Source: an optimization exercise on an open RTL-to-GDS flow (aim: small area). Production flows keep margins and buffers that such runs may drop. Function was checked by simulation only, so behaviour that the tests miss may differ from the original. No activity file was given, so power comes from the tool's default toggle rates. The flow treats the clock pin as an ideal source, which a real chip does not have.

--- design/flow/flow/run.sh ---
#!/bin/bash
set -euo pipefail
export BUFFER_PORTS_ARGS="-buffer_cell sky130_fd_sc_hd__buf_1"
export CTS_ARGS="-sink_clustering_enable -repair_clock_nets -dont_use_dummy_load -sink_clustering_size 30 -sink_clustering_max_diameter 100"
bash standard.sh finish > flow_make.log 2>&1
--- design/flow/standard.sh ---
#!/bin/bash
# synth_recipe.tcl (not shown) runs the flow's synth.tcl, then flattens the netlist and writes it again
# the make line also repeats each setting of config.mk as NAME=value (left out here)
make -C /OpenROAD-flow-scripts/flow DESIGN_CONFIG=/design/flow/config.mk WORK_HOME=/design/flow/orfs CLKGATE_MAP_FILE= SYNTH_SCRIPT=/design/flow/synth_recipe.tcl "${@:-finish}"
--- design/flow/config.mk ---
export PLATFORM = sky130hd
export DESIGN_NAME = axi_bridge
export DESIGN_NICKNAME = axi_bridge
export VERILOG_FILES = /design/flow/design.v
export SDC_FILE = /design/flow/constraint.sdc
export NUM_CORES = 4
export LEC_CHECK = 0
export CAP_MARGIN = 10
export CORE_MARGIN = 2
export CORE_UTILIZATION = 65
export PLACE_DENSITY = 0.8
export SLEW_MARGIN = 10
--- design/flow/constraint.sdc ---
create_clock -name core_clock -period 5.0 [get_ports {axi_clk}]
set_input_delay 1.0000 -clock core_clock [delete_from_list [all_inputs] [get_ports {axi_clk}]]
set_output_delay 1.0000 -clock core_clock [all_outputs]
set_load 0.01 [all_outputs]
--- design/flow/design.v ---
`timescale 1ns/1ps
module axi_bridge (
    input               axi_clk         ,
    input               axi_rst         ,
    input     [31:00]   axi_araddr      ,
    input     [02:00]   axi_arprot      ,
    output reg          axi_arready     ,
    input               axi_arvalid     ,
    output reg[31:00]   axi_rdata       ,
    input               axi_rready      ,
    output    [01:00]   axi_rresp       ,
    output reg          axi_rvalid      ,
    input     [31:00]   axi_awaddr      ,
    input     [02:00]   axi_awprot      ,
    output reg          axi_awready     ,
    input               axi_awvalid     ,
    input     [31:00]   axi_wdata       ,
    output reg          axi_wready      ,
    input     [03:00]   axi_wstrb       ,
    input               axi_wvalid      ,
    input               axi_bready      ,
    output    [01:00]   axi_bresp       ,
    output reg          axi_bvalid      ,
    output reg[31:00]   user_rd_data0   ,
    output reg[31:00]   user_rd_data1   ,
    output reg[31:00]   user_rd_data2   ,
    output reg[31:00]   user_rd_data3   ,
    output reg[31:00]   user_rd_data4   ,
    output reg[31:00]   user_rd_data5   ,
    output reg[31:00]   user_rd_data6   ,
    output reg[31:00]   user_rd_data7   ,
    input     [31:00]   user_wr_data0   ,
    input     [31:00]   user_wr_data1   ,
    input     [31:00]   user_wr_data2   ,
    input     [31:00]   user_wr_data3   ,
    input     [31:00]   user_wr_data4   ,
    input     [31:00]   user_wr_data5   ,
    input     [31:00]   user_wr_data6   ,
    input     [31:00]   user_wr_data7
);
    assign axi_rresp = 2'b00;
    assign axi_bresp = 2'b00;
    reg [255:0] smp_a, smp_b;
    always @(posedge axi_clk) begin
        smp_a <= {user_wr_data7, user_wr_data6, user_wr_data5, user_wr_data4,
                  user_wr_data3, user_wr_data2, user_wr_data1, user_wr_data0};
        smp_b <= smp_a;
    end
    reg  [2:0]  wa;       
    reg         wa_ok;    
    reg [31:0]  write_data;
    reg         write_evt;
    always @(posedge axi_clk or posedge axi_rst) begin
        if (axi_rst) begin
            axi_awready <= 1'b1;
            wa          <= 3'd0;
            wa_ok       <= 1'b1;
        end else begin
            axi_awready <= ~axi_awvalid;
            if (axi_awready && axi_awvalid && axi_awprot == 3'b000) begin
                wa    <= axi_awaddr[4:2];
                wa_ok <= (axi_awaddr[15:5] == 11'd0);
            end
        end
    end
    always @(posedge axi_clk or posedge axi_rst) begin
        if (axi_rst) begin
            axi_wready <= 1'b1;
            write_evt  <= 1'b0;
        end else begin
            axi_wready <= ~axi_wvalid;
            write_evt  <= axi_wready && axi_wvalid && axi_wstrb == 4'hF;
        end
    end
    always @(posedge axi_clk) begin
        if (axi_wready && axi_wvalid && axi_wstrb == 4'hF)
            write_data <= axi_wdata;
    end
    always @(posedge axi_clk or posedge axi_rst) begin
        if (axi_rst)
            axi_bvalid <= 1'b0;
        else if (write_evt)
            axi_bvalid <= 1'b1;
        else if (axi_bready && axi_bvalid)
            axi_bvalid <= 1'b0;
    end
    wire commit = axi_bvalid && axi_bready && wa_ok;
    reg         c0, c1, c2;       
    reg         v0, v1, v2;       
    reg  [2:0]  a0, a1, a2;
    reg [31:0]  e0, e1, e2;
    always @(posedge axi_clk or posedge axi_rst) begin
        if (axi_rst) c0 <= 1'b1;
        else         c0 <= 1'b0;
    end
    always @(posedge axi_clk) begin
        v0 <= commit;
        a0 <= wa;
        e0 <= write_data;
        c1 <= c0; v1 <= v0; a1 <= a0; e1 <= e0;
        c2 <= c1; v2 <= v1; a2 <= a1; e2 <= e1;
    end
    wire [31:0] e2m = c2 ? 32'd0 : e2;
    wire [7:0]  ld;
    genvar gk;
    generate
        for (gk = 0; gk < 8; gk = gk + 1) begin : g_ld
            assign ld[gk] = c2 || (v2 && a2 == gk);
        end
    endgenerate
    always @(posedge axi_clk) begin
        if (ld[0]) user_rd_data0 <= e2m;
        if (ld[1]) user_rd_data1 <= e2m;
        if (ld[2]) user_rd_data2 <= e2m;
        if (ld[3]) user_rd_data3 <= e2m;
        if (ld[4]) user_rd_data4 <= e2m;
        if (ld[5]) user_rd_data5 <= e2m;
        if (ld[6]) user_rd_data6 <= e2m;
        if (ld[7]) user_rd_data7 <= e2m;
    end
    wire [2:0] rw_w  = axi_araddr[4:2];
    wire       rd_hi = axi_araddr[5];
    wire       rd_ok = (axi_araddr[15:6] == 10'd0);
    wire       rd_lo = rd_ok && !rd_hi;
    wire       hit_c = commit && wa == rw_w;
    wire       hit_0 = v0 && a0 == rw_w;
    wire       hit_1 = v1 && a1 == rw_w;
    reg [31:0] smp_w;
    reg        q_b, q_e0, q_e1, q_e2;
    reg  [7:0] q_y;
    reg        rd_evt;
    always @(posedge axi_clk) begin
        smp_w <= smp_b[rw_w*32 +: 32];
        q_b   <= rd_ok && rd_hi;
        q_e0  <= rd_lo && hit_c;
        q_e1  <= rd_lo && !hit_c && !c0 && hit_0;
        q_e2  <= rd_lo && !hit_c && !c0 && !hit_0 && !c1 && hit_1;
        q_y   <= {8{rd_lo && !hit_c && !c0 && !hit_0 && !c1 && !hit_1}} & (8'd1 << rw_w);
    end
    wire [31:0] rd_val =
        ({32{q_b}}    & smp_w) |
        ({32{q_e0}}   & e0) |
        ({32{q_e1}}   & e1) |
        ({32{q_e2}}   & e2) |
        ({32{q_y[0]}} & user_rd_data0) |
        ({32{q_y[1]}} & user_rd_data1) |
        ({32{q_y[2]}} & user_rd_data2) |
        ({32{q_y[3]}} & user_rd_data3) |
        ({32{q_y[4]}} & user_rd_data4) |
        ({32{q_y[5]}} & user_rd_data5) |
        ({32{q_y[6]}} & user_rd_data6) |
        ({32{q_y[7]}} & user_rd_data7);
    always @(posedge axi_clk or posedge axi_rst) begin
        if (axi_rst) begin
            axi_arready <= 1'b1;
            rd_evt      <= 1'b0;
            axi_rvalid  <= 1'b0;
            axi_rdata   <= 32'd0;
        end else begin
            axi_arready <= ~axi_arvalid;
            rd_evt      <= axi_arready && axi_arvalid && axi_arprot == 3'b000;
            if (rd_evt)
                axi_rvalid <= 1'b1;
            else if (axi_rready && axi_rvalid)
                axi_rvalid <= 1'b0;
            if (rd_evt)
                axi_rdata <= rd_val;
        end
    end
endmodule
==> flow_summary_export.csv, run 1 <==
group,metric,value,unit
worst_setup_path,critPathMaxStageDelay,1130,ps
clocking,post_cts_buffers,0,
synthesis,ys_ff_latch,998,
clocking,holdBufCountCts,0,
finish,final_area,0.03178,mm²
clocking,clk_pin_slew,110,ps
timing,worst_hold_slack,269.3,ps
synthesis,synthTopCellsByArea,"dfxtp_1 48%, edfxtp_1 31%, mux4_2 5.2%",
floorplan,design.die.area,0.04466,mm²
power,power_density,420.8,mW/mm²
timing,fin_setup_tns,0,ps
synthesis,syn-instance-count,1565,
timing,final.setup_skew,62.41,ps
timing,setup_viol,0,
power,cellLeakagePower,0.01152,µW
global_routing,grtUsageMet2,0.5700,
synthesis,synth_top_cell_area_share,0.4772,
finish,reg.largest.list,"smp_a: 256 flops, smp_b: 256 flops",
synthesis,synth_flop_cell,"dfxtp_1",
finish,ff_latch_area,0.02311,mm²
routing,dr.pass1.iters,9,
synthesis,async_flop_share,0.04409,
worst_setup_path,arrival,2810,ps
worst_setup_path,setup.worst_path.end_class,"flip-flop",
synthesis,ys_types,33,
global_routing,top_usage_layer,"met2",
global_routing,grt_pass1_wl,106400,µm
global_routing,grt_remaining_overflow,0,
floorplan,num_rows,75,
run_status,status,"finished clean",
synthesis,syn-cell-area,0.02794,mm²
floorplan,initial_core_util,0.6616,
clocking,worst_skew_pair.late_latency,610,ps
synthesis,syn_area_per_cell,17.85,µm²
worst_setup_path,worstPathCellList,"a31o_2",
synthesis,ys_warn_count,1,
global_routing,met3_usage,0.1003,
clocking,cts_max_path_buffers,3,
routing,vias,16407,
routing,ant_nets,0,
placement,gp_congestion,0.8635,
worst_setup_path,cp.required,5180,ps
clocking,cts_tree,"done",
routing,viasPerCell,6.045,
floorplan,core_area,0.04223,mm²
routing,wirelength,76460,µm
floorplan,die_x,211.3,µm
finish,drive_gt1_frac,0.08345,
placement,placedInstanceArea,0.03079,mm²
finish,fin_cells,2714,
finish,nNetsFinal,2540,
routing,drc,0,
clocking,clock_sinks,998,
timing,final-hold-violation-count,0,
global_routing,grt_pass1_vias,16527,
floorplan,ioPinCount,666,
timing,max_freq,379.2,MHz
worst_setup_path,cp_slowest_cell,"a31o_2",
timing,rsz0062_at_grt,"false",
timing,period_minus_slack,2637,ps
hold_path,hold_class,"reg2reg",
finish,multiInputGateArea,0.004534,mm²
timing,tightest_slew,1351,ps
clocking,cts_buffers,39,
worst_setup_path,cp_num_buf_inv,0,
global_routing,antenna_found_initial,6,
global_routing,grt_max_degree,66,
run,cap_violations,0,
worst_setup_path,crit_type,"reg2reg",
floorplan,die_h,211.3,µm
global_routing,track_usage,0.3374,
synthesis,synth.largest_area_cell,"dfxtp_1",
clocking,cts-root-buf,"clkbuf_16",
synthesis,seq_area_frac_synth,0.8264,
worst_setup_path,crit_family,"compound AO/OA/AOI/OAI gates",
timing,slew_headroom,0.09954,
synthesis,synth_edf_count,288,
finish,fillerInstances,2450,
placement,placed_cells,2669,
finish,area_growth,13.74,%
placement,port-buffer-count,625,
worst_setup_path,critPathLaunchType,"flip-flop",
worst_setup_path,worstPathMaxFanout,40,
placement,dp_hpwl,51040,µm
routing,drtIter0Drc,1715,
global_routing,gr-usage-met1,0.3878,
routing,wl_per_cell,28.17,µm
timing,slew_viol_final,0,
power,vdd.ir_drop.worst,435.1,µV
clocking,cts_resized,0,
clocking,htree_levels,2,
timing,min_period_over_period,0.5274,
[logic make-up (layout without fill, tap and decap cells)]
family	Yosys count	in the layout	synth area share
multiplexers	99	99	0.06570
AND/OR/NAND/NOR	172	172	0.03345
XOR/XNOR	9	9	0.002821
buffers and inverters	83	683	0.01232
AO/OA/AOI/OAI	203	203	0.05920
flip-flops	998	998	0.8264
other	1	11	0.0001342
[path summary, 6_finish.rpt]
kind,start,end,slack [ps],cells after the start
min in group asynchronous,axi_rst,axi_rdata[29]$_DFFE_PP0P_,600,3
min reg2reg,smp_a[162]$_DFF_P_,smp_b[162]$_DFF_P_,270,0
max in group asynchronous,axi_rst,rd_evt$_DFF_PP0_,3840,3
min,smp_a[162]$_DFF_P_,smp_b[162]$_DFF_P_,270,0
max,c2$_DFF_P_,user_rd_data1[17]$_DFFE_PP_,2360,1
max reg2reg,c2$_DFF_P_,user_rd_data1[17]$_DFFE_PP_,2360,1
[cell usage after synthesis, types with 2 or more instances]
| cell | n |
|---|---|
| or4_1 | 2 |
| clkbuf_1 | 57 |
| a222oi_1 | 32 |
| nand3_1 | 35 |
| a22oi_1 | 128 |
| o22a_1 | 32 |
| nor3_1 | 4 |
| dfxtp_1 | 666 |
| xnor2_1 | 9 |
| nor2b_1 | 33 |
| mux4_2 | 64 |
| buf_2 | 8 |
| buf_1 | 2 |
| nor2_1 | 7 |
| dfrtp_1 | 39 |
| nand2_1 | 40 |
| a31o_2 | 4 |
| inv_1 | 10 |
| nor4_1 | 10 |
| buf_4 | 6 |
| dfstp_2 | 5 |
| mux2_2 | 35 |
| edfxtp_1 | 288 |
| nand4_1 | 35 |
| a21o_1 | 3 |
| nor4b_2 | 2 |
| a41o_1 | 3 |
[layout by cell type, fill, tap and decap left out, types with 2 or more instances in the layout]
cell type  count
a22oi_1      128
nor4b_2        2
o22a_1        32
a21o_1         2
a31o_2         4
mux2_2        35
nor3_1         4
nand3_1       35
a41o_2         3
edfxtp_1     288
dfrtp_1       38
buf_4          8
dfxtp_1      653
dfxtp_2       13
mux4_2        64
conb_1         5
clkbuf_16     39
xnor2_1        9
clkbuf_4       2
nor2b_1       33
nor4_1        10
a222oi_1      32
buf_1        622
nand4_1       35
or4_1          2
nor2_1         6
nand2_1       40
inv_1          9
diode_2        6
dfstp_2        5
[where the power goes]
part / switching (µW) / internal [µW]
clock network: 2210 / 1410
logic: 441 / 301
registers: 235 / 8770
[metrics by stage]
| stage | utilization | setup slack (ps) | power [µW] |
|---|---|---|---|
| 6_report | 0.7525 | 2363 | 13370 |
| 3_5_place_dp | 0.7291 | 1966 | 9913 |
| 5_1_grt | 0.7524 | 2353 | 13760 |
| 2_1_floorplan | - | 2105 | 9453 |
| 3_3_place_gp | 0.7291 | 2100 | 9869 |
| 4_1_cts | 0.7522 | 2367 | 13410 |
[final cells by class]
cell class,instances,share of cell area
multi-input combinational,488,0.1427
sequential,998,0.7271
timing repair buffer,634,0.07662
clock buffer,39,0.03071
inverter,10,0.001181
antenna,6,0.0004725
tap,539,0.02122
[metal layers]
metal,routed length [µm],part of all wire,up-vias
met5,31,0.00041,-
met4,4382,0.057,4
met3,8913,0.12,212
met2,37940,0.50,1144
met1,25190,0.33,8050
li1,-,-,6997
==> run 2: changes to the inputs <==
--- a/design/flow/config.mk
+++ b/design/flow/config.mk
@@ -9,4 +9,4 @@
 export CORE_MARGIN = 2
-export CORE_UTILIZATION = 65
-export PLACE_DENSITY = 0.8
+export CORE_UTILIZATION = 75
+export PLACE_DENSITY = 0.85
 export SLEW_MARGIN = 10
==> run 2 against run 1 <==
Still clean. Register-to-register slack improved by 160 ps. Final cell count decreased by 2.3%. Clock power about the same. Critical path depth increased by 4. Worst setup slack about the same. Synthesized cell count unchanged. Sequential share of layout area increased by 0.15 points. Maximum frequency about the same.
==> flow_summary_export.csv, run 2 <==
group,metric,value,unit
run_status,status,"finished clean",
routing,wl_per_cell,31.34,µm
clocking,htree_levels,2,
floorplan,num_rows,70,
timing,layout_setup_ws,2363,ps
worst_setup_path,cp.required,5460,ps
global_routing,grt_remaining_overflow,0,
timing,tightest_slew,1152,ps
synthesis,ys_types,33,
timing,final.setup_skew,57.79,ps
global_routing,grt_max_degree,66,
clocking,holdBufCountCts,0,
synthesis,syn_area_per_cell,17.85,µm²
global_routing,track_usage,0.4191,
global_routing,antenna_found_initial,11,
synthesis,ys_ff_latch,998,
worst_setup_path,arrival,3100,ps
timing,min_period_over_period,0.5274,
finish,nNetsFinal,2543,
floorplan,die_h,197.0,µm
worst_setup_path,crit_type,"in2reg",
clocking,cts_tree,"done",
clocking,cts_resized,0,
placement,dp_hpwl,53640,µm
synthesis,ys_warn_count,1,
placement,place_ws,1831,ps
clocking,clock_sinks,998,
worst_setup_path,setup.worst_path.end_class,"flip-flop",
synthesis,synth.largest_area_cell,"dfxtp_1",
floorplan,die_x,197.0,µm
clocking,cts-root-buf,"clkbuf_16",
routing,drc,0,
routing,dr.pass1.iters,9,
run,cap_violations,0,
synthesis,yosysMostFrequentCell,"dfxtp_1",
finish,area_growth,13.51,%
synthesis,synth_top_cell_area_share,0.4772,
routing,viasPerCell,6.500,
clocking,post_cts_buffers,0,
worst_setup_path,worstPathMaxFanout,34,
floorplan,initial_core_util,0.7632,
power,vdd.ir_drop.worst,374.6,µV
power,power_density,424.6,mW/mm²
power,cellLeakagePower,0.01153,µW
global_routing,grt_pass1_vias,17331,
floorplan,ioPinCount,666,
timing,slew_viol_final,0,
synthesis,async_flop_share,0.04409,
global_routing,grt_pass1_wl,114300,µm
routing,wirelength,83100,µm
clocking,cts_max_path_buffers,3,
clocking,worst_skew_pair.late_latency,580,ps
timing,period_minus_slack,2637,ps
synthesis,synthTopCellsByArea,"dfxtp_1 48%, edfxtp_1 31%, mux4_2 5.2%",
timing,worst_hold_slack,330.3,ps
timing,final-hold-violation-count,0,
routing,drtIter0Drc,2100,
finish,drive_gt1_frac,0.08471,
synthesis,synth_edf_count,288,
finish,fillerInstances,1543,
timing,setup_viol,0,
placement,gp_congestion,0.9445,
clocking,cts_buffers,39,
floorplan,core_area,0.03661,mm²
floorplan,design.die.area,0.03881,mm²
timing,max_freq,379.2,MHz
synthesis,seq_area_frac_synth,0.8264,
synthesis,synth_flop_cell,"dfxtp_1",
finish,layout_commonest_cell,"dfxtp_1",
hold_path,hold_class,"reg2reg",
clocking,clk_pin_slew,110,ps
finish,final_cell_mix,"653 x dfxtp_1, 622 x buf_1, 288 x edfxtp_1",
timing,rsz0062_at_grt,"false",
placement,port-buffer-count,625,
routing,vias,17237,
finish,reg.largest.list,"smp_a: 256 flops, smp_b: 256 flops",
worst_setup_path,critPathLaunchType,"primary input",
synthesis,syn-instance-count,1565,
synthesis,syn-cell-area,0.02794,mm²
timing,fin_setup_tns,0,ps
worst_setup_path,r2r_slack,2520,ps
synthesis,synthTopCellsByCount,"666 x dfxtp_1, 288 x edfxtp_1, 128 x a22oi_1",
routing,ant_nets,0,
timing,slew_headroom,0.2318,
## run 2: cell counts after synthesis
No cell type changed its count.
## run 2: report_power, final
group	total (µW)	internal [µW]	switching, µW
Clock	3650	1420	2240
Sequential	9040	8770	263
Combinational	775	302	472
Total	13500	10500	2970
## run 2: metrics by stage
stage / cell area, µm² / total power [µW] / instances / util
after floorplan: 27950 / 9453 / 1569 / -
after global placement: 30710 / 9871 / 2601 / 0.8388
after detailed placement: 30710 / 9933 / 2601 / 0.8388
after CTS: 31680 / 13410 / 2640 / 0.8654
after global routing: 31710 / 13780 / 2650 / 0.8661
final: 31710 / 13470 / 2652 / 0.8663
## run 2: kinds of logic (layout without fill, tap and decap cells)
logic type / after synthesis / count (layout) / synth area share
other cells: 1 / 17 / 0.0001342
compound gates: 203 / 203 / 0.05920
simple gates: 172 / 172 / 0.03345
mux: 99 / 99 / 0.06570
flops: 998 / 998 / 0.8264
xor+xnor: 9 / 9 / 0.002821
buf+inv: 83 / 686 / 0.01232
## run 2: critical path, stage by stage
cell,delay [ps]
clkbuf_4,580
xnor2_1,170
and4_1,250
or4_1,700
nor4_1,370
## run 2: area by class of cell
class	count	area, µm²	area share
Antenna cell	12	30.03	0.0009469
Inverter	10	37.54	0.001184
Tap cell	468	585.6	0.01846
Sequential cell	998	23110	0.7286
Multi-Input combinational cell	488	4534	0.1430
Clock buffer	39	975.9	0.03077
Timing Repair Buffer	637	2445	0.07709
## run 2: metal layers
layer | GRT usage | share of wire | up-vias
li1 | - | - | 7007
met1 | 0.4795 | 0.30 | 8473
met2 | 0.7142 | 0.50 | 1424
met3 | 0.1082 | 0.12 | 331
met4 | 0.2551 | 0.078 | 2
met5 | 0 | 0.00014 | -
## run 2: worst paths after layout
| check | startpoint | to | cells past startpoint |
|---|---|---|---|
| worst max-delay path | axi_araddr[2] | q_y[7]$_DFF_P_ | 5 |
| min in group asynchronous | axi_rst | axi_rdata[13]$_DFFE_PP0P_ | 3 |
| max in group asynchronous | axi_rst | rd_evt$_DFF_PP0_ | 3 |
| worst max register to register | c2$_DFF_P_ | user_rd_data7[15]$_DFFE_PP_ | 1 |
| worst min-delay path | smp_a[181]$_DFF_P_ | smp_b[181]$_DFF_P_ | 0 |
| worst min register to register | smp_a[181]$_DFF_P_ | smp_b[181]$_DFF_P_ | 0 |
==> run 3: changes to the inputs <==
==> design/flow/flow/run.sh (replaced) <==
#!/bin/bash
set -euo pipefail
export BUFFER_PORTS_ARGS="-buffer_cell sky130_fd_sc_hd__buf_1"
export CTS_ARGS="-sink_clustering_enable -repair_clock_nets -dont_use_dummy_load -sink_clustering_size 32 -sink_clustering_max_diameter 100"
bash standard.sh finish > flow_make.log 2>&1
--- a/design/flow/config.mk
+++ b/design/flow/config.mk
@@ -9,4 +9,5 @@
 export CORE_MARGIN = 2
-export CORE_UTILIZATION = 75
-export PLACE_DENSITY = 0.85
+export CORE_UTILIZATION = 65
+export GPL_TIMING_DRIVEN = 0
+export PLACE_DENSITY = 0.8
 export SLEW_MARGIN = 10
==> run 3 against run 2 <==
First-iteration DRC count increased by 4.4%. Clock-buffer cell count decreased by 2. Synthesized area unchanged. Maximum frequency decreased by 1.4%. Largest power group unchanged. Non-clock buffer count increased by 64. Highest routed layer unchanged. Final cell count increased by 4.7%.
==> flow_summary_export.csv, run 3 <==
group,metric,value,unit
synthesis,synth.largest_area_cell,"dfxtp_1",
finish,reg.largest.list,"smp_a: 256 flops, smp_b: 256 flops",
clocking,cts_buffers,37,
synthesis,synthTopCellsByArea,"dfxtp_1 48%, edfxtp_1 31%, mux4_2 5.2%",
worst_setup_path,worstPathMaxFanout,10,
power,cell_internal_pwr,10430,µW
floorplan,design.die.area,0.04466,mm²
synthesis,yosysMostFrequentCell,"dfxtp_1",
hold_path,hold_path_depth,0,
synthesis,ys_ff_latch,998,
timing,setup_viol,0,
synthesis,synth_flop_cell,"dfxtp_1",
floorplan,core_area,0.04223,mm²
worst_setup_path,r2r_end,"user_rd_data4[20]$_DFFE_PP_",
global_routing,grt_remaining_overflow,0,
clocking,cts_max_path_buffers,3,
clocking,post_cts_buffers,0,
timing,final-hold-violation-count,0,
global_routing,grt_pass1_vias,17077,
synthesis,syn_area_per_cell,17.85,µm²
finish,final_cell_mix,"666 x dfxtp_1, 625 x buf_1, 288 x edfxtp_1",
worst_setup_path,critPathLaunchType,"primary input",
finish,layout_commonest_cell,"dfxtp_1",
floorplan,ioPinCount,666,
synthesis,synthTopCellsByCount,"666 x dfxtp_1, 288 x edfxtp_1, 128 x a22oi_1",
global_routing,top_usage_layer,"met2",
routing,drtIter0Drc,2192,
clocking,cts_resized,0,
synthesis,ys_warn_count,1,
worst_setup_path,rr_worst_depth,2,
clocking,clock_sinks,998,
floorplan,die_h,211.3,µm
power,pwr-share-comb,0.059,
power,cellLeakagePower,0.01162,µW
global_routing,antenna_found_initial,4,
timing,period_minus_slack,2674,ps
worst_setup_path,crit_type,"in2reg",
synthesis,async_flop_share,0.04409,
worst_setup_path,r2r_slack,2580,ps
synthesis,seq_area_frac_synth,0.8264,
synthesis,synth_edf_count,288,
timing,rsz0062_at_grt,"false",
clocking,holdBufCountCts,0,
finish,nNetsFinal,2605,
routing,wl_per_cell,30.61,µm
timing,slew_viol_final,0,
floorplan,die_x,211.3,µm
timing,final.setup_skew,59.98,ps
placement,gp_congestion,0.9118,
timing,max_freq,374.0,MHz
routing,dr.pass1.iters,6,
global_routing,gr-usage-met1,0.4529,
routing,wirelength,84970,µm
power,vdd.ir_drop.worst,393.1,µV
power,pwr-share-clk,0.269,
clocking,worst_skew_pair.late_latency,620,ps
power,power_density,418.3,mW/mm²
global_routing,grt_pass1_wl,116500,µm
placement,port-buffer-count,623,
worst_setup_path,r2r-start,"c2$_DFF_P_",
routing,ant_nets,0,
timing,slew_headroom,0.09340,
synthesis,synth_top_cell_area_share,0.4772,
timing,fin_setup_tns,0,ps
routing,drc,0,
power,seq_power_share,0.671,
worst_setup_path,setup.worst_path.end_class,"flip-flop",
power,p_sw_frac,0.2216,
timing,min_period_over_period,0.5348,
hold_path,hold_end,"smp_b[67]$_DFF_P_",
clocking,cts_tree,"done",
hold_path,hp-start,"smp_a[67]$_DFF_P_",
floorplan,num_rows,75,
timing,tightest_slew,1360,ps
synthesis,syn-cell-area,0.02794,mm²
worst_setup_path,arrival,3130,ps
global_routing,grt_max_degree,45,
synthesis,syn-instance-count,1565,
global_routing,grtUsageMet2,0.6421,
power,p_sw,2970,µW
clocking,htree_levels,2,
run,cap_violations,0,
finish,area_growth,14.68,%
clocking,clk_pin_slew,120,ps
floorplan,initial_core_util,0.6616,
routing,viasPerCell,6.170,
finish,drive_gt1_frac,0.07699,
hold_path,hold_class,"reg2reg",
worst_setup_path,cp.required,5460,ps
run_status,status,"finished clean",
finish,final_util,0.7587,
synthesis,ys_types,33,
global_routing,met3_usage,0.09153,
global_routing,track_usage,0.3764,
routing,vias,17128,
placement,dp_hpwl,60280,µm
clocking,cts-root-buf,"clkbuf_16",
==> run 3: cells by family after synthesis <==
family                 synth area share
AO/OA/AOI/OAI                   0.05920
XOR/XNOR                       0.002821
buffers and inverters           0.01232
flip-flops                       0.8264
multiplexers                    0.06570
other                         0.0001342
AND/OR/NAND/NOR                 0.03345
==> run 3: critical path, cell delays in order <==
cell and delay [ps]:
buf_1 260, buf_1 510, clkbuf_1 860, mux2_2 490
==> run 3: stage by stage <==
stage | instance area, µm² | total power, µW | instances | worst slack [ps] | hold WS [ps]
3_5_place_dp | 31100 | 9951 | 2736 | 1736 | 312.1
2_1_floorplan | 27950 | 9453 | 1569 | 2105 | 309.6
5_1_grt | 32030 | 13710 | 2774 | 2292 | 256.2
4_1_cts | 32020 | 13380 | 2773 | 2358 | 258.3
6_report | 32040 | 13400 | 2776 | 2326 | 257.6
3_3_place_gp | 30970 | 9896 | 2731 | 359.6 | 309.8
==> run 3: cell type report <==
cell class / instances / area (µm²)
Multi-Input combinational cell: 488 / 4543
Tap cell: 539 / 674.4
Inverter: 10 / 40.04
Timing Repair Buffer: 628 / 2454
Antenna cell: 3 / 7.507
Buffer: 73 / 306.5
Clock buffer: 37 / 925.9
Fill cell: 2482 / 10190
Sequential cell: 998 / 23090
==> run 3: how the worst max path moves through the flow <==
| stage | to | slack, ps | cells after the start | startpoint |
|---|---|---|---|---|
| after floorplan | write_data[0]$_DFFE_PP_ | 2110 | 2 | axi_wstrb[2] |
| after global routing | smp_w[19]$_DFF_P_ | 2290 | 4 | axi_araddr[4] |
| after CTS | smp_w[19]$_DFF_P_ | 2360 | 4 | axi_araddr[4] |
| after detailed placement | smp_w[19]$_DFF_P_ | 1740 | 4 | axi_araddr[4] |
| final | smp_w[19]$_DFF_P_ | 2330 | 4 | axi_araddr[4] |
| after global placement | write_data[28]$_DFFE_PP_ | 360 | 3 | axi_wstrb[2] |
==> run 3: power groups by stage <==
stage | clock network (µW) | logic, µW | registers (µW)
2_1_floorplan | 0 | 289 | 9160
3_3_place_gp | 0 | 753 | 9140
3_5_place_dp | 0 | 782 | 9170
4_1_cts | 3600 | 788 | 8990
5_1_grt | 3850 | 831 | 9030
6_report | 3610 | 795 | 9000
==> run 3: metal layers <==
layer,vias to the layer above,wire [µm]
met3,237,10100
li1,7129,-
met5,-,24
met1,8475,28380
met2,1283,41970
met4,4,4499
==> run 4: changes to the inputs <==
==> design/flow/flow/run.sh (replaced) <==
#!/bin/bash
set -euo pipefail
export BUFFER_PORTS_ARGS="-buffer_cell sky130_fd_sc_hd__buf_1"
export CTS_ARGS="-sink_clustering_enable -repair_clock_nets -dont_use_dummy_load -sink_clustering_size 20 -sink_clustering_max_diameter 80 -buf_list sky130_fd_sc_hd__clkbuf_8"
bash standard.sh finish > flow_make.log 2>&1
--- a/design/flow/config.mk
+++ b/design/flow/config.mk
@@ -10,3 +10,2 @@
 export CORE_UTILIZATION = 65
-export GPL_TIMING_DRIVEN = 0
 export PLACE_DENSITY = 0.8
==> run 4 against run 3 <==
Still clean on timing, DRC and antenna. Sequential power about the same. Synthesized cell count unchanged. Global-route usage down 4.6 points. Sequential share of layout area up 1.2 points. Die area unchanged. Hold slack better by 54 ps. Sequential cell count unchanged. Clock-buffer cell count up 18. Via count down 5.1%. Combinational power down 7.8%. Critical path type is now reg2reg. Largest cell class unchanged. Highest routed layer unchanged.
==> flow_summary_export.csv, run 4 <==
group,metric,value,unit
run_status,status,"finished clean",
power,vdd.ir_drop.worst,370.0,µV
timing,worst_hold_slack,311.4,ps
finish,drive_gt1_frac,0.09016,
routing,ant_nets,0,
finish,ff_latch_area,0.02311,mm²
placement,placedInstanceArea,0.03079,mm²
timing,tightest_slew,1334,ps
floorplan,die_x,211.3,µm
timing,min_period_over_period,0.5268,
worst_setup_path,crit_family,"compound AO/OA/AOI/OAI gates",
power,power_density,409.1,mW/mm²
clocking,worst_skew_pair.late_latency,680,ps
worst_setup_path,rr_worst_depth,1,
routing,viasPerCell,5.955,
routing,wirelength,74830,µm
synthesis,ys_warn_count,1,
worst_setup_path,critPathLaunchType,"flip-flop",
worst_setup_path,cp.required,5250,ps
placement,port-buffer-count,625,
synthesis,synthTopCellsByCount,"666 x dfxtp_1, 288 x edfxtp_1, 128 x a22oi_1",
worst_setup_path,r2r_end,"user_rd_data1[17]$_DFFE_PP_",
synthesis,ys_ff_latch,998,
timing,max_freq,379.6,MHz
power,seq_power_share,0.697,
clocking,post_cts_buffers,0,
finish,nNetsFinal,2556,
routing,dr.pass1.iters,8,
timing,slew_viol_final,0,
synthesis,syn-cell-area,0.02794,mm²
placement,placed_cells,2669,
hold_path,hold_class,"reg2reg",
finish,fin_cells,2730,
power,cell_internal_pwr,10070,µW
clocking,holdBufCountCts,0,
routing,vias,16258,
clocking,cts-root-buf,"clkbuf_8",
worst_setup_path,cp_slowest_cell,"a31o_2",
finish,final_area,0.03156,mm²
global_routing,grt_max_degree,66,
placement,dp_hpwl,51040,µm
global_routing,track_usage,0.3299,
finish,area_growth,12.96,%
timing,slew_headroom,0.1108,
clocking,clk_pin_slew,120,ps
clocking,clock_sinks,998,
power,cellLeakagePower,0.01144,µW
worst_setup_path,cp_num_buf_inv,0,
placement,gp_congestion,0.8635,
floorplan,core_area,0.04223,mm²
synthesis,synthTopCellsByArea,"dfxtp_1 48%, edfxtp_1 31%, mux4_2 5.2%",
worst_setup_path,worstPathCellList,"a31o_2",
synthesis,synth_flop_cell,"dfxtp_1",
run,cap_violations,0,
power,pwr-share-comb,0.057,
synthesis,synth.largest_area_cell,"dfxtp_1",
synthesis,ys_types,33,
synthesis,seq_area_frac_synth,0.8264,
power,pwr-share-clk,0.246,
synthesis,synth_edf_count,288,
synthesis,synth_top_cell_area_share,0.4772,
timing,rsz0062_at_grt,"false",
power,p_sw,2845,µW
finish,reg.largest.list,"smp_a: 256 flops, smp_b: 256 flops",
synthesis,yosysMostFrequentCell,"dfxtp_1",
power,p_sw_frac,0.2204,
synthesis,syn-instance-count,1565,
worst_setup_path,arrival,2880,ps
timing,period_minus_slack,2634,ps
worst_setup_path,worstSetupEndpoint,"user_rd_data1[17]$_DFFE_PP_",
worst_setup_path,setup.worst_path.end_class,"flip-flop",
clocking,htree_levels,2,
floorplan,initial_core_util,0.6616,
global_routing,grt_remaining_overflow,0,
global_routing,antenna_found_initial,8,
clocking,cts_tree,"done",
routing,drtIter0Drc,1606,
routing,drc,0,
finish,fillerInstances,2521,
worst_setup_path,r2r_slack,2370,ps
floorplan,die_h,211.3,µm
floorplan,num_rows,75,
timing,setup_viol,0,
global_routing,grt_pass1_vias,16459,
finish,layout_commonest_cell,"dfxtp_1",
finish,multiInputGateArea,0.004534,mm²
synthesis,syn_area_per_cell,17.85,µm²
floorplan,design.die.area,0.04466,mm²
timing,final-hold-violation-count,0,
routing,wl_per_cell,27.41,µm
worst_setup_path,timing.critical_path.from,"c2$_DFF_P_",
finish,final_cell_mix,"653 x dfxtp_1, 622 x buf_1, 288 x edfxtp_1",
clocking,cts_buffers,55,
clocking,cts_resized,0,
synthesis,async_flop_share,0.04409,
finish,final_util,0.7473,
floorplan,ioPinCount,666,
timing,final.setup_skew,68.54,ps
global_routing,grt_pass1_wl,104500,µm
timing,fin_setup_tns,0,ps
worst_setup_path,r2r-start,"c2$_DFF_P_",
clocking,cts_max_path_buffers,3,
worst_setup_path,worstPathMaxFanout,40,
worst_setup_path,crit_type,"reg2reg",
worst_setup_path,critPathMaxStageDelay,1120,ps
worst_setup_path,cp.depth,1,
-- run 4: layout make-up --
class / count / area share
inverter: 10 / 0.001189
clock buffer: 55 / 0.02399
multi-input combinational: 488 / 0.1437
timing repair buffer: 634 / 0.07715
tap: 539 / 0.02137
sequential: 998 / 0.7321
antenna: 6 / 0.0004758
-- run 4: stage by stage --
stage / power, µW / worst slack (ps)
after floorplan: 9453 / 2105
after global placement: 9869 / 2100
after detailed placement: 9913 / 1966
after CTS: 12950 / 2350
after global routing: 13310 / 2347
final: 12910 / 2366
-- run 4: how the worst min path moves through the flow --
stage	slack (ps)	cells after the start	endpoint	startpoint
after global placement	310	0	smp_b[220]$_DFF_P_	smp_a[220]$_DFF_P_
after detailed placement	310	0	smp_b[101]$_DFF_P_	smp_a[101]$_DFF_P_
after floorplan	310	0	smp_b[0]$_DFF_P_	smp_a[0]$_DFF_P_
after CTS	300	0	e2[19]$_DFF_P_	e1[19]$_DFF_P_
after global routing	310	0	e2[19]$_DFF_P_	e1[19]$_DFF_P_
final	310	0	e2[19]$_DFF_P_	e1[19]$_DFF_P_
-- run 4: power by group through the flow --
stage | Sequential (µW) | Combinational [µW] | Clock [µW]
detailed placement | 9180 | 731 | 0
floorplan | 9160 | 289 | 0
global placement | 9160 | 712 | 0
global route | 9040 | 776 | 3500
CTS | 9000 | 735 | 3220
finish | 9000 | 733 | 3180
-- run 4: logic make-up after synthesis --
logic type / Yosys count / synth area share
multiplexers: 99 / 0.06570
buffers and inverters: 83 / 0.01232
XOR/XNOR: 9 / 0.002821
other: 1 / 0.0001342
AND/OR/NAND/NOR: 172 / 0.03345
AO/OA/AOI/OAI: 203 / 0.05920
flip-flops: 998 / 0.8264
-- run 4: metal layers --
| layer | vias to the layer above | share of wire | track usage |
|---|---|---|---|
| li1 | 7020 | - | - |
| met1 | 7936 | 0.34 | 0.3872 |
| met2 | 1085 | 0.49 | 0.5497 |
| met3 | 211 | 0.11 | 0.09553 |
| met4 | 6 | 0.057 | 0.1836 |
| met5 | - | 0.00064 | 0 |
==> run 5: changes to the inputs <==
==> design/flow/flow/run.sh (replaced) <==
#!/bin/bash
set -euo pipefail
export BUFFER_PORTS_ARGS="-buffer_cell sky130_fd_sc_hd__buf_1"
export CTS_ARGS="-sink_clustering_enable -repair_clock_nets -dont_use_dummy_load -sink_clustering_size 17 -sink_clustering_max_diameter 70 -buf_list sky130_fd_sc_hd__clkbuf_8"
bash standard.sh finish > flow_make.log 2>&1
==> run 5 against run 4 <==
Still clean. Synthesized area stayed put. Final cell count up 0.51%. Worst setup slack got worse by 5.1 ps. Die area unchanged. Sequential share of layout area is 0.42 points lower. Via count is 1.2% higher. Design area increased by 0.57%. Critical path type unchanged.
==> flow_summary_export.csv, run 5 <==
group,metric,value,unit
run_status,status,"finished clean",
routing,drtIter0Drc,1628,
synthesis,synth.largest_area_cell,"dfxtp_1",
worst_setup_path,cp.required,5250,ps
routing,wl_per_cell,27.40,µm
worst_setup_path,rr_worst_depth,1,
finish,final_util,0.7516,
global_routing,track_usage,0.3323,
power,pwr-share-comb,0.056,
floorplan,num_rows,75,
clocking,htree_levels,3,
global_routing,grt_max_degree,66,
floorplan,initial_core_util,0.6616,
placement,placedInstanceArea,0.03079,mm²
synthesis,yosysMostFrequentCell,"dfxtp_1",
worst_setup_path,r2r-start,"c2$_DFF_P_",
global_routing,grt_remaining_overflow,0,
synthesis,syn-cell-area,0.02794,mm²
hold_path,hold_path_depth,0,
synthesis,synth_edf_count,288,
synthesis,syn_area_per_cell,17.85,µm²
finish,layout_commonest_cell,"dfxtp_1",
routing,wirelength,75200,µm
run,cap_violations,0,
worst_setup_path,critPathMaxStageDelay,1140,ps
power,p_sw,2915,µW
finish,area_growth,13.60,%
power,cell_internal_pwr,10300,µW
clocking,cts_resized,0,
synthesis,async_flop_share,0.04409,
power,vdd.ir_drop.worst,451.2,µV
routing,vias,16446,
clocking,cts_tree,"done",
synthesis,synthTopCellsByCount,"666 x dfxtp_1, 288 x edfxtp_1, 128 x a22oi_1",
synthesis,ys_warn_count,1,
timing,tightest_slew,1365,ps
finish,reg.largest.list,"smp_a: 256 flops, smp_b: 256 flops",
timing,fin_setup_tns,0,ps
clocking,cts_max_path_buffers,3,
synthesis,synthTopCellsByArea,"dfxtp_1 48%, edfxtp_1 31%, mux4_2 5.2%",
power,power_density,416.4,mW/mm²
floorplan,core_area,0.04223,mm²
clocking,holdBufCountCts,0,
worst_setup_path,cp_slowest_cell,"a31o_2",
finish,final_area,0.03174,mm²
global_routing,antenna_found_initial,9,
timing,final-hold-violation-count,0,
placement,dp_hpwl,51040,µm
routing,ant_nets,0,
worst_setup_path,worstPathMaxFanout,40,
finish,drive_gt1_frac,0.09554,
clocking,clk_pin_slew,110,ps
routing,dr.pass1.iters,6,
floorplan,die_h,211.3,µm
synthesis,ys_ff_latch,998,
finish,ff_latch_area,0.02311,mm²
timing,max_freq,378.9,MHz
timing,min_period_over_period,0.5278,
worst_setup_path,r2r_end,"user_rd_data1[21]$_DFFE_PP_",
placement,port-buffer-count,625,
worst_setup_path,crit_family,"compound AO/OA/AOI/OAI gates",
timing,setup_viol,0,
timing,period_minus_slack,2639,ps
finish,multiInputGateArea,0.004534,mm²
finish,nNetsFinal,2569,
worst_setup_path,r2r_slack,2360,ps
clocking,cts_buffers,68,
worst_setup_path,cp_num_buf_inv,0,
power,p_sw_frac,0.2205,
synthesis,ys_types,33,
worst_setup_path,crit_type,"reg2reg",
worst_setup_path,arrival,2880,ps
hold_path,hold_class,"reg2reg",
timing,rsz0062_at_grt,"false",
clocking,post_cts_buffers,0,
synthesis,syn-instance-count,1565,
global_routing,grt_pass1_wl,105500,µm
routing,drc,0,
floorplan,die_x,211.3,µm
clocking,cts-root-buf,"clkbuf_8",
worst_setup_path,critPathLaunchType,"flip-flop",
timing,slew_viol_final,0,
global_routing,grt_pass1_vias,16528,
synthesis,synth_top_cell_area_share,0.4772,
floorplan,ioPinCount,666,
timing,slew_headroom,0.08983,
clocking,clock_sinks,998,
worst_setup_path,worstPathCellList,"a31o_2",
power,seq_power_share,0.681,
floorplan,design.die.area,0.04466,mm²
timing,final.setup_skew,55.75,ps
synthesis,seq_area_frac_synth,0.8264,
hold_path,hold_end,"smp_b[98]$_DFF_P_",
placement,gp_congestion,0.8635,
finish,fillerInstances,2516,
power,pwr-share-clk,0.264,
finish,final_cell_mix,"653 x dfxtp_1, 622 x buf_1, 288 x edfxtp_1",
power,cellLeakagePower,0.01153,µW
synthesis,synth_flop_cell,"dfxtp_1",
worst_setup_path,setup.worst_path.end_class,"flip-flop",
routing,viasPerCell,5.993,
hold_path,hp-start,"smp_a[98]$_DFF_P_",
clocking,worst_skew_pair.late_latency,670,ps
## run 5: cell types whose count changed in the layout (fill, tap and decap cells not counted), sizes merged
cell and delta:
diode +1, clkbuf +13
## run 5: routing by layer
layer,global-route usage,vias up,part of all wire
li1,-,7054,-
met1,0.3898,8106,0.34
met2,0.5575,1086,0.49
met3,0.09657,194,0.11
met4,0.1768,6,0.051
met5,0,-,0.00060
## run 5: cell type report
cell class,instances,area share
sequential,998,0.7280
multi-input combinational,488,0.1429
timing repair buffer,634,0.07671
clock buffer,68,0.02949
tap,539,0.02125
inverter,10,0.001183
antenna,7,0.0005519
## run 5: worst max-delay path by stage
stage,slack [ps],endpoint,startpoint,depth (start not counted)
2_1_floorplan,2110,write_data[0]$_DFFE_PP_,axi_wstrb[2],2
5_1_grt,2370,user_rd_data1[19]$_DFFE_PP_,c2$_DFF_P_,1
6_report,2360,user_rd_data1[21]$_DFFE_PP_,c2$_DFF_P_,1
3_3_place_gp,2100,smp_w[24]$_DFF_P_,axi_araddr[3],4
4_1_cts,2380,user_rd_data1[19]$_DFFE_PP_,c2$_DFF_P_,1
3_5_place_dp,1970,q_y[5]$_DFF_P_,axi_araddr[3],6
## run 5: logic make-up after synthesis
group | Yosys count | synth area share
flip-flops | 998 | 0.8264
AO/OA/AOI/OAI | 203 | 0.05920
AND/OR/NAND/NOR | 172 | 0.03345
multiplexers | 99 | 0.06570
buffers and inverters | 83 | 0.01232
XOR/XNOR | 9 | 0.002821
other | 1 | 0.0001342
## run 5: power by group through the flow
| stage | Combinational [µW] | Clock [µW] | Sequential [µW] |
|---|---|---|---|
| 6_report | 734 | 3480 | 9000 |
| 5_1_grt | 776 | 3800 | 9040 |
| 4_1_cts | 735 | 3520 | 9000 |
| 3_5_place_dp | 731 | 0 | 9180 |
| 3_3_place_gp | 712 | 0 | 9160 |
| 2_1_floorplan | 289 | 0 | 9160 |
## run 5: stage by stage
| stage | std cells | hold slack (ps) | total power [µW] | worst slack, ps |
|---|---|---|---|---|
| 3_3_place_gp | 2669 | 310.0 | 9869 | 2100 |
| 3_5_place_dp | 2669 | 312.1 | 9913 | 1966 |
| 5_1_grt | 2741 | 314.0 | 13610 | 2370 |
| 6_report | 2744 | 306.5 | 13220 | 2361 |
| 4_1_cts | 2737 | 308.5 | 13250 | 2383 |
| 2_1_floorplan | 1569 | 309.6 | 9453 | 2105 |
==> run 6: changes to the inputs <==
--- a/design/flow/flow/run.sh
+++ b/design/flow/flow/run.sh
@@ -1,2 +1,7 @@
 #!/bin/bash
+# The standard layout (standard.sh, unchanged synthesis and steps) with two
+# changes: the port buffers use the smallest buffer cell, and the clock tree
+# is built from clkbuf_8 leaf buffers driving up to 17 flip-flops each,
+# without dummy loads. The make output goes to flow_make.log; each ORFS step
+# keeps its own log under orfs/logs/.
 set -euo pipefail
==> run 6 against run 5 <==
Utilization unchanged. Global-route usage unchanged. Combinational power about the same. Sequential share of layout area unchanged. Via count unchanged. Clock-buffer cell count unchanged. Final cell count unchanged. Critical path depth unchanged. Worst setup slack unchanged. Synthesized cell count unchanged. Non-clock buffer count unchanged.
==> flow_summary_export.csv, run 6 <==
group,metric,value,unit
synthesis,synth_flop_cell,"dfxtp_1",
floorplan,die_h,211.3,µm
worst_setup_path,worstPathMaxFanout,40,
finish,nNetsFinal,2569,
global_routing,grt_pass1_wl,105500,µm
routing,dr.pass1.iters,6,
worst_setup_path,cp_num_buf_inv,0,
run_status,status,"finished clean",
synthesis,ys_types,33,
routing,drc,0,
power,p_sw_frac,0.2205,
floorplan,core_area,0.04223,mm²
global_routing,grt_max_degree,66,
timing,tightest_slew,1365,ps
global_routing,grt_remaining_overflow,0,
placement,port-buffer-count,625,
run,cap_violations,0,
finish,final_cell_mix,"653 x dfxtp_1, 622 x buf_1, 288 x edfxtp_1",
worst_setup_path,critPathLaunchType,"flip-flop",
floorplan,ioPinCount,666,
clocking,cts_buffers,68,
clocking,holdBufCountCts,0,
synthesis,ys_ff_latch,998,
timing,final-hold-violation-count,0,
finish,final_util,0.7516,
synthesis,synth.largest_area_cell,"dfxtp_1",
finish,drive_gt1_frac,0.09554,
routing,wirelength,75200,µm
worst_setup_path,setup.worst_path.end_class,"flip-flop",
finish,reg.largest.list,"smp_a: 256 flops, smp_b: 256 flops",
clocking,worst_skew_pair.late_latency,670,ps
worst_setup_path,cp.required,5250,ps
clocking,clock_sinks,998,
finish,layout_commonest_cell,"dfxtp_1",
finish,area_growth,13.60,%
synthesis,syn-cell-area,0.02794,mm²
power,pwr-share-comb,0.056,
worst_setup_path,worstPathCellList,"a31o_2",
timing,worst_hold_slack,306.5,ps
global_routing,track_usage,0.3323,
placement,placedInstanceArea,0.03079,mm²
worst_setup_path,cp_slowest_cell,"a31o_2",
floorplan,die_x,211.3,µm
hold_path,hold_class,"reg2reg",
power,cellLeakagePower,0.01153,µW
routing,drtIter0Drc,1628,
global_routing,antenna_found_initial,9,
power,power.total,13220,µW
clocking,cts_tree,"done",
synthesis,synthTopCellsByArea,"dfxtp_1 48%, edfxtp_1 31%, mux4_2 5.2%",
power,vdd.ir_drop.worst,451.2,µV
floorplan,design.die.area,0.04466,mm²
timing,max_freq,378.9,MHz
power,power_density,416.4,mW/mm²
routing,wl_per_cell,27.40,µm
worst_setup_path,crit_type,"reg2reg",
clocking,cts_max_path_buffers,3,
clocking,cts-root-buf,"clkbuf_8",
timing,setup_viol,0,
power,cell_internal_pwr,10300,µW
synthesis,synth_top_cell_area_share,0.4772,
global_routing,grt_pass1_vias,16528,
worst_setup_path,critPathMaxStageDelay,1140,ps
floorplan,num_rows,75,
clocking,clk_pin_slew,110,ps
timing,fin_setup_tns,0,ps
routing,viasPerCell,5.993,
routing,vias,16446,
clocking,htree_levels,3,
clocking,post_cts_buffers,0,
placement,gp_congestion,0.8635,
timing,period_minus_slack,2639,ps
synthesis,synth_edf_count,288,
timing,slew_headroom,0.08983,
synthesis,synthTopCellsByCount,"666 x dfxtp_1, 288 x edfxtp_1, 128 x a22oi_1",
routing,ant_nets,0,
synthesis,ys_warn_count,1,
synthesis,async_flop_share,0.04409,
placement,dp_hpwl,51040,µm
timing,rsz0062_at_grt,"false",
timing,final.setup_skew,55.75,ps
power,p_sw,2915,µW
power,pwr-share-clk,0.264,
timing,slew_viol_final,0,
synthesis,syn_area_per_cell,17.85,µm²
synthesis,syn-instance-count,1565,
worst_setup_path,arrival,2880,ps
timing,min_period_over_period,0.5278,
floorplan,initial_core_util,0.6616,
synthesis,seq_area_frac_synth,0.8264,
synthesis,yosysMostFrequentCell,"dfxtp_1",
clocking,cts_resized,0,
worst_setup_path,crit_family,"compound AO/OA/AOI/OAI gates",
power,seq_power_share,0.681,
finish,final_area,0.03174,mm²
## run 6: kinds of logic (layout without fill, tap and decap cells)
family / count (synthesis) / in the layout / synth area share
DFF: 998 / 998 / 0.8264
xor gates and xnor gates: 9 / 9 / 0.002821
buffers and inverters: 83 / 712 / 0.01232
other: 1 / 12 / 0.0001342
muxes: 99 / 99 / 0.06570
AOI/OAI and AO/OA: 203 / 203 / 0.05920
and+or+nand+nor: 172 / 172 / 0.03345
## run 6: through the flow
stage | setup WS (ps) | cells
floorplan | 2105 | 1569
global placement | 2100 | 2669
detailed placement | 1966 | 2669
CTS | 2383 | 2737
global route | 2370 | 2741
finish | 2361 | 2744
## run 6: power by group through the flow
stage / Sequential, µW / Clock (µW) / Combinational [µW]
3_3_place_gp: 9160 / 0 / 712
3_5_place_dp: 9180 / 0 / 731
4_1_cts: 9000 / 3520 / 735
5_1_grt: 9040 / 3800 / 776
6_report: 9000 / 3480 / 734
2_1_floorplan: 9160 / 0 / 289
## run 6: layout make-up
type	count	area [µm²]
flip-flops and latches	998	23110
fillers	2516	10490
multi-input cells	488	4534
repair buffers	634	2435
clock buffers	68	935.9
well taps	539	674.4
inverters	10	37.54
diodes	7	17.52
## run 6: final timing paths
check | startpoint | endpoint | slack [ps] | cells after the start
max in group asynchronous | axi_rst | rd_evt$_DFF_PP0_ | 3880 | 3
worst min register to register | smp_a[98]$_DFF_P_ | smp_b[98]$_DFF_P_ | 310 | 0
worst min-delay path | smp_a[98]$_DFF_P_ | smp_b[98]$_DFF_P_ | 310 | 0
worst max-delay path | c2$_DFF_P_ | user_rd_data1[21]$_DFFE_PP_ | 2360 | 1
worst max register to register | c2$_DFF_P_ | user_rd_data1[21]$_DFFE_PP_ | 2360 | 1
min in group asynchronous | axi_rst | axi_rdata[0]$_DFFE_PP0P_ | 560 | 3
## run 6: layer usage
metal | GRT usage | up-vias | share of wire
met3 | 0.09657 | 194 | 0.11
met5 | 0 | - | 0.00060
li1 | - | 7054 | -
met4 | 0.1768 | 6 | 0.051
met1 | 0.3898 | 8106 | 0.34
met2 | 0.5575 | 1086 | 0.49
==> run 7: changes to the inputs <==
==> design/flow/flow/run.sh (replaced) <==
#!/bin/bash
# The standard layout (standard.sh, unchanged synthesis and steps) with two
# changes: the port buffers use the smallest buffer cell, and the clock tree
# uses larger sink clusters (30 flip-flops per leaf buffer) without dummy
# loads. The make output goes to flow_make.log; each ORFS step keeps its own
# log under orfs/logs/.
set -euo pipefail
export BUFFER_PORTS_ARGS="-buffer_cell sky130_fd_sc_hd__buf_1"
export CTS_ARGS="-sink_clustering_enable -repair_clock_nets -dont_use_dummy_load -sink_clustering_size 30 -sink_clustering_max_diameter 100"
bash standard.sh finish > flow_make.log 2>&1
==> run 7 against run 6 <==
Hold slack lost 37 ps. Routed wire length is 1.7% higher. Clock skew is 6.7 ps higher. Highest routed layer unchanged.
==> flow_summary_export.csv, run 7 <==
group,metric,value,unit
worst_setup_path,worstPathCellList,"a31o_2",
worst_setup_path,critPathLaunchType,"flip-flop",
synthesis,ys_warn_count,1,
synthesis,synthTopCellsByCount,"666 x dfxtp_1, 288 x edfxtp_1, 128 x a22oi_1",
worst_setup_path,cp.required,5180,ps
placement,dp_hpwl,51040,µm
placement,place_ws,1966,ps
synthesis,synthTopCellsByArea,"dfxtp_1 48%, edfxtp_1 31%, mux4_2 5.2%",
synthesis,syn-cell-area,0.02794,mm²
timing,final-hold-violation-count,0,
timing,final.setup_skew,62.41,ps
routing,drc,0,
worst_setup_path,crit_type,"reg2reg",
floorplan,die_h,211.3,µm
global_routing,grt_remaining_overflow,0,
power,cellLeakagePower,0.01152,µW
synthesis,seq_area_frac_synth,0.8264,
finish,reg.largest.list,"smp_a: 256 flops, smp_b: 256 flops",
global_routing,grt_pass1_vias,16527,
routing,drtIter0Drc,1715,
synthesis,synth_top_cell_area_share,0.4772,
timing,fin_setup_tns,0,ps
finish,area_growth,13.74,%
clocking,cts_buffers,39,
finish,multiInputGateArea,0.004534,mm²
synthesis,syn-instance-count,1565,
clocking,cts-root-buf,"clkbuf_16",
finish,fillerInstances,2450,
clocking,post_cts_buffers,0,
floorplan,die_x,211.3,µm
synthesis,syn_area_per_cell,17.85,µm²
clocking,cts_max_path_buffers,3,
hold_path,hold_class,"reg2reg",
routing,ant_nets,0,
timing,layout_setup_ws,2363,ps
synthesis,ys_types,33,
floorplan,core_area,0.04223,mm²
timing,slew_viol_final,0,
finish,layout_commonest_cell,"dfxtp_1",
placement,gp_congestion,0.8635,
floorplan,num_rows,75,
clocking,clock_sinks,998,
synthesis,synth.largest_area_cell,"dfxtp_1",
floorplan,initial_core_util,0.6616,
timing,period_minus_slack,2637,ps
clocking,cts_resized,0,
worst_setup_path,worstPathMaxFanout,40,
synthesis,async_flop_share,0.04409,
timing,tightest_slew,1351,ps
power,power_density,420.8,mW/mm²
clocking,worst_skew_pair.late_latency,610,ps
clocking,cts_tree,"done",
timing,slew_headroom,0.09954,
worst_setup_path,setup.worst_path.end_class,"flip-flop",
routing,wirelength,76460,µm
routing,vias,16407,
global_routing,track_usage,0.3374,
worst_setup_path,critPathMaxStageDelay,1130,ps
worst_setup_path,crit_family,"compound AO/OA/AOI/OAI gates",
timing,setup_viol,0,
worst_setup_path,cp_slowest_cell,"a31o_2",
floorplan,design.die.area,0.04466,mm²
finish,nNetsFinal,2540,
placement,port-buffer-count,625,
worst_setup_path,arrival,2810,ps
worst_setup_path,cp_num_buf_inv,0,
finish,ff_latch_area,0.02311,mm²
routing,dr.pass1.iters,9,
synthesis,yosysMostFrequentCell,"dfxtp_1",
clocking,htree_levels,2,
timing,max_freq,379.2,MHz
clocking,clk_pin_slew,110,ps
timing,min_period_over_period,0.5274,
run,cap_violations,0,
run_status,status,"finished clean",
floorplan,ioPinCount,666,
timing,rsz0062_at_grt,"false",
finish,drive_gt1_frac,0.08345,
routing,viasPerCell,6.045,
finish,final_cell_mix,"653 x dfxtp_1, 622 x buf_1, 288 x edfxtp_1",
routing,wl_per_cell,28.17,µm
clocking,holdBufCountCts,0,
global_routing,grt_pass1_wl,106400,µm
global_routing,grt_max_degree,66,
synthesis,ys_ff_latch,998,
synthesis,synth_flop_cell,"dfxtp_1",
global_routing,antenna_found_initial,6,
synthesis,synth_edf_count,288,
power,vdd.ir_drop.worst,435.1,µV
## run 7: cell counts after synthesis
No cell type changed its count.
## run 7: final timing paths
path / startpoint / endpoint / slack (ps) / cells past startpoint
setup / recovery: c2$_DFF_P_ / user_rd_data1[17]$_DFFE_PP_ / 2360 / 1
hold reg to reg: smp_a[162]$_DFF_P_ / smp_b[162]$_DFF_P_ / 270 / 0
max in group asynchronous: axi_rst / rd_evt$_DFF_PP0_ / 3840 / 3
hold / removal: smp_a[162]$_DFF_P_ / smp_b[162]$_DFF_P_ / 270 / 0
min in group asynchronous: axi_rst / axi_rdata[29]$_DFFE_PP0P_ / 600 / 3
setup reg to reg: c2$_DFF_P_ / user_rd_data1[17]$_DFFE_PP_ / 2360 / 1
## run 7: cell type report
| type | count | share of cell area |
|---|---|---|
| inverters | 10 | 0.001181 |
| diodes | 6 | 0.0004725 |
| repair buffers | 634 | 0.07662 |
| well taps | 539 | 0.02122 |
| flip-flops and latches | 998 | 0.7271 |
| multi-input cells | 488 | 0.1427 |
| clock buffers | 39 | 0.03071 |
## run 7: metal layers
layer  part of all wire  vias to the layer above  GRT usage
met2               0.50                     1144     0.5700
met5            0.00041                        -          0
met1               0.33                     8050     0.3878
met3               0.12                      212     0.1003
met4              0.057                        4     0.1855
li1                   -                     6997          -
## run 7: per-stage QoR
step	util	total power, µW	hold WS, ps	instances	instance area [µm²]
3_5_place_dp	0.7291	9913	312.1	2669	30790
3_3_place_gp	0.7291	9869	310.0	2669	30790
5_1_grt	0.7524	13760	267.7	2712	31770
2_1_floorplan	-	9453	309.6	1569	27950
4_1_cts	0.7522	13410	271.7	2708	31760
6_report	0.7525	13370	269.3	2714	31780
## run 7: cells by family after synthesis
group	after synthesis	synth area share
flip-flops	998	0.8264
AO/OA/AOI/OAI	203	0.05920
AND/OR/NAND/NOR	172	0.03345
multiplexers	99	0.06570
buffers and inverters	83	0.01232
XOR/XNOR	9	0.002821
other	1	0.0001342
## run 7: where the power goes
group          internal, µW  switching (µW)  total (µW)
Clock                  1410            2210        3620
Sequential             8770             235        9010
Combinational           301             441         742
==> run 8: changes to the inputs <==
==> design/flow/flow/run.sh (replaced) <==
#!/bin/bash
# Standard layout, with the smallest buffer on the ports and a clock tree
# of larger sink clusters without dummy loads.
set -euo pipefail
export BUFFER_PORTS_ARGS="-buffer_cell sky130_fd_sc_hd__buf_1"
export CTS_ARGS="-sink_clustering_enable -repair_clock_nets -dont_use_dummy_load -sink_clustering_size 30 -sink_clustering_max_diameter 100"
bash standard.sh finish > flow_make.log 2>&1
--- a/design/flow/config.mk
+++ b/design/flow/config.mk
@@ -7,6 +7,6 @@
 export LEC_CHECK = 0
-export CAP_MARGIN = 10
+export CAP_MARGIN = 20
 export CORE_MARGIN = 2
-export CORE_UTILIZATION = 65
-export PLACE_DENSITY = 0.8
-export SLEW_MARGIN = 10
+export CORE_UTILIZATION = 40
+export PLACE_DENSITY = 0.6
+export SLEW_MARGIN = 20
==> run 8 against run 7 <==
Still clean. Synthesized cell count unchanged. Global-route usage decreased by 12 points. Total power increased by 0.37%. Combinational power decreased by 0.8%. Non-clock buffer count increased by 7. Critical path depth increased by 4. Clock power increased by 2%. Design area increased by 2.0%. Die area increased by 61%. Sequential power about the same. Critical path type is now in2reg. Critical endpoint is now q_y[7]$_DFF_P_. Largest cell class unchanged.
==> flow_summary_export.csv, run 8 <==
group,metric,value,unit
run_status,status,"finished clean",
placement,placed_cells,3068,
synthesis,syn-cell-area,0.02794,mm²
placement,port-buffer-count,625,
worst_setup_path,worstPathMaxFanout,40,
routing,drc,0,
timing,final-hold-violation-count,0,
placement,place_ws,1949,ps
synthesis,yosysMostFrequentCell,"dfxtp_1",
routing,wirelength,79100,µm
routing,ant_nets,0,
synthesis,ys_ff_latch,998,
timing,layout_setup_ws,2580,ps
routing,drtIter0Drc,1560,
power,cellLeakagePower,0.01159,µW
timing,min_period_over_period,0.4841,
synthesis,syn-instance-count,1565,
floorplan,die_h,268.3,µm
timing,tightest_slew,1180,ps
synthesis,syn_area_per_cell,17.85,µm²
placement,dp_hpwl,55140,µm
worst_setup_path,cp.required,5480,ps
synthesis,synthTopCellsByArea,"dfxtp_1 48%, edfxtp_1 31%, mux4_2 5.2%",
power,vdd.ir_drop.worst,310.5,µV
synthesis,ys_types,33,
synthesis,seq_area_frac_synth,0.8264,
synthesis,async_flop_share,0.04409,
finish,layout_commonest_cell,"dfxtp_1",
synthesis,synth_edf_count,288,
synthesis,synth.largest_area_cell,"dfxtp_1",
finish,drive_gt1_frac,0.08682,
synthesis,synth_flop_cell,"dfxtp_1",
clocking,post_cts_buffers,0,
worst_setup_path,setup.worst_path.end_class,"flip-flop",
floorplan,die_x,268.3,µm
floorplan,design.die.area,0.07198,mm²
hold_path,hold_class,"reg2reg",
global_routing,grt_max_degree,66,
global_routing,track_usage,0.2129,
finish,final_cell_mix,"653 x dfxtp_1, 622 x buf_1, 288 x edfxtp_1",
clocking,cts_tree,"done",
power,power_density,414.3,mW/mm²
clocking,cts_max_path_buffers,3,
global_routing,grt_pass1_wl,109100,µm
routing,viasPerCell,5.072,
timing,max_freq,413.2,MHz
global_routing,grt_pass1_vias,16103,
floorplan,core_area,0.06883,mm²
finish,nNetsFinal,2548,
timing,slew_headroom,0.2135,
power,power.total,13420,µW
global_routing,grt_remaining_overflow,0,
placement,gp_congestion,0.8547,
finish,fin_cells,3112,
synthesis,ys_warn_count,1,
clocking,htree_levels,2,
timing,fin_setup_tns,0,ps
timing,final.setup_skew,51.98,ps
clocking,cts_resized,0,
timing,slew_viol_final,0,
clocking,clock_sinks,998,
synthesis,synthTopCellsByCount,"666 x dfxtp_1, 288 x edfxtp_1, 128 x a22oi_1",
synthesis,synth_top_cell_area_share,0.4772,
global_routing,antenna_found_initial,6,
clocking,cts_buffers,40,
finish,area_growth,15.96,%
floorplan,initial_core_util,0.4059,
clocking,cts-root-buf,"clkbuf_16",
routing,vias,15784,
worst_setup_path,arrival,2900,ps
clocking,worst_skew_pair.late_latency,590,ps
routing,dr.pass1.iters,6,
run,cap_violations,0,
worst_setup_path,critPathLaunchType,"primary input",
timing,rsz0062_at_grt,"false",
floorplan,ioPinCount,666,
finish,reg.largest.list,"smp_a: 256 flops, smp_b: 256 flops",
timing,period_minus_slack,2420,ps
routing,wl_per_cell,25.42,µm
timing,setup_viol,0,
clocking,clk_pin_slew,110,ps
worst_setup_path,crit_type,"in2reg",
clocking,holdBufCountCts,0,
timing,worst_hold_slack,285.9,ps
floorplan,num_rows,96,
==> run 8: cell counts after synthesis <==
Identical to the previous run, type by type.
==> run 8: area by class of cell <==
| class | count | area [µm²] |
|---|---|---|
| inverters | 10 | 38.79 |
| well taps | 931 | 1165 |
| clock buffers | 40 | 1001 |
| diodes | 4 | 10.01 |
| fillers | 6048 | 36430 |
| multi-input cells | 488 | 4586 |
| flip-flops and latches | 998 | 23110 |
| repair buffers | 641 | 2487 |
==> run 8: final timing paths <==
kind	from	endpoint	slack (ps)	cells past startpoint
worst max-delay path	axi_araddr[3]	q_y[7]$_DFF_P_	2580	5
worst min-delay path	smp_a[131]$_DFF_P_	smp_b[131]$_DFF_P_	290	0
worst max register to register	c2$_DFF_P_	user_rd_data7[14]$_DFFE_PP_	2770	2
worst min register to register	smp_a[131]$_DFF_P_	smp_b[131]$_DFF_P_	290	0
max in group asynchronous	axi_rst	axi_rdata[20]$_DFFE_PP0P_	3710	3
min in group asynchronous	axi_rst	axi_rdata[25]$_DFFE_PP0P_	600	3
==> run 8: cell families after synthesis <==
family / Yosys count / share of synthesized area
flip-flops: 998 / 0.8264
other: 1 / 0.0001342
AND/OR/NAND/NOR: 172 / 0.03345
AO/OA/AOI/OAI: 203 / 0.05920
XOR/XNOR: 9 / 0.002821
multiplexers: 99 / 0.06570
buffers and inverters: 83 / 0.01232
==> run 8: through the flow <==
stage                       util  instance area (µm²)
after floorplan                -                27950
after global placement    0.4558                31370
after detailed placement  0.4559                31380
after CTS                 0.4704                32380
after global routing      0.4706                32390
final                     0.4707                32400
==> run 8: layer usage <==
layer	share of wire	GRT usage
met1	0.38	0.2591
met2	0.50	0.3688
met3	0.082	0.05186
met4	0.035	0.07398
met5	0.00033	0
==> run 8: report_power, final <==
part	switching (µW)	internal, µW
logic	433	303
clock network	2240	1450
registers	228	8770
==> run 8: worst max-delay path: stages <==
cell and delay (ps):
clkbuf_4 540, xnor2_1 110, and4_1 210, or4_1 680, nor4_1 350

port drivers added, routing unchanged:
In the flow no input, the clock included, has a driving cell. The finished layouts below were timed again as built, in two steps.
Step 1: set_driving_cell puts a clkbuf_16 on axi_clk and a buf_2 on each other input, an assumption about the parent block.
Step 2 also shifts input and output timing later by t, the mid clock arrival at the registers, as if the neighbouring blocks saw the same clock.
Slacks: ideal / step 1 / step 2; pairs: ideal / step 1.
run | shift t [ns] | slack for setup (ns) | latest minus earliest clock arrival (ns)
run 1 | 0.638 | 2.363 / 2.363 / 1.989 | 0.064 / 0.064
run 2 | 0.614 | 2.363 / 2.370 / 1.756 | 0.074 / 0.074
run 3 | 0.645 | 2.326 / 2.329 / 1.684 | 0.070 / 0.070
run 4 | 0.703 | 2.366 / 2.366 / 1.986 | 0.072 / 0.071
run 5 | 0.698 | 2.361 / 2.361 / 1.985 | 0.058 / 0.058
run 6 | 0.698 | 2.361 / 2.361 / 1.985 | 0.058 / 0.058
run 7 | 0.638 | 2.363 / 2.363 / 1.989 | 0.064 / 0.064
run 8 | 0.630 | 2.580 / 2.614 / 1.984 | 0.054 / 0.054
After both steps every run listed still meets setup and hold. For run 3, which loses most, drivers alone change the setup slack by +0.003 ns; drivers and shift together by -0.642 ns.
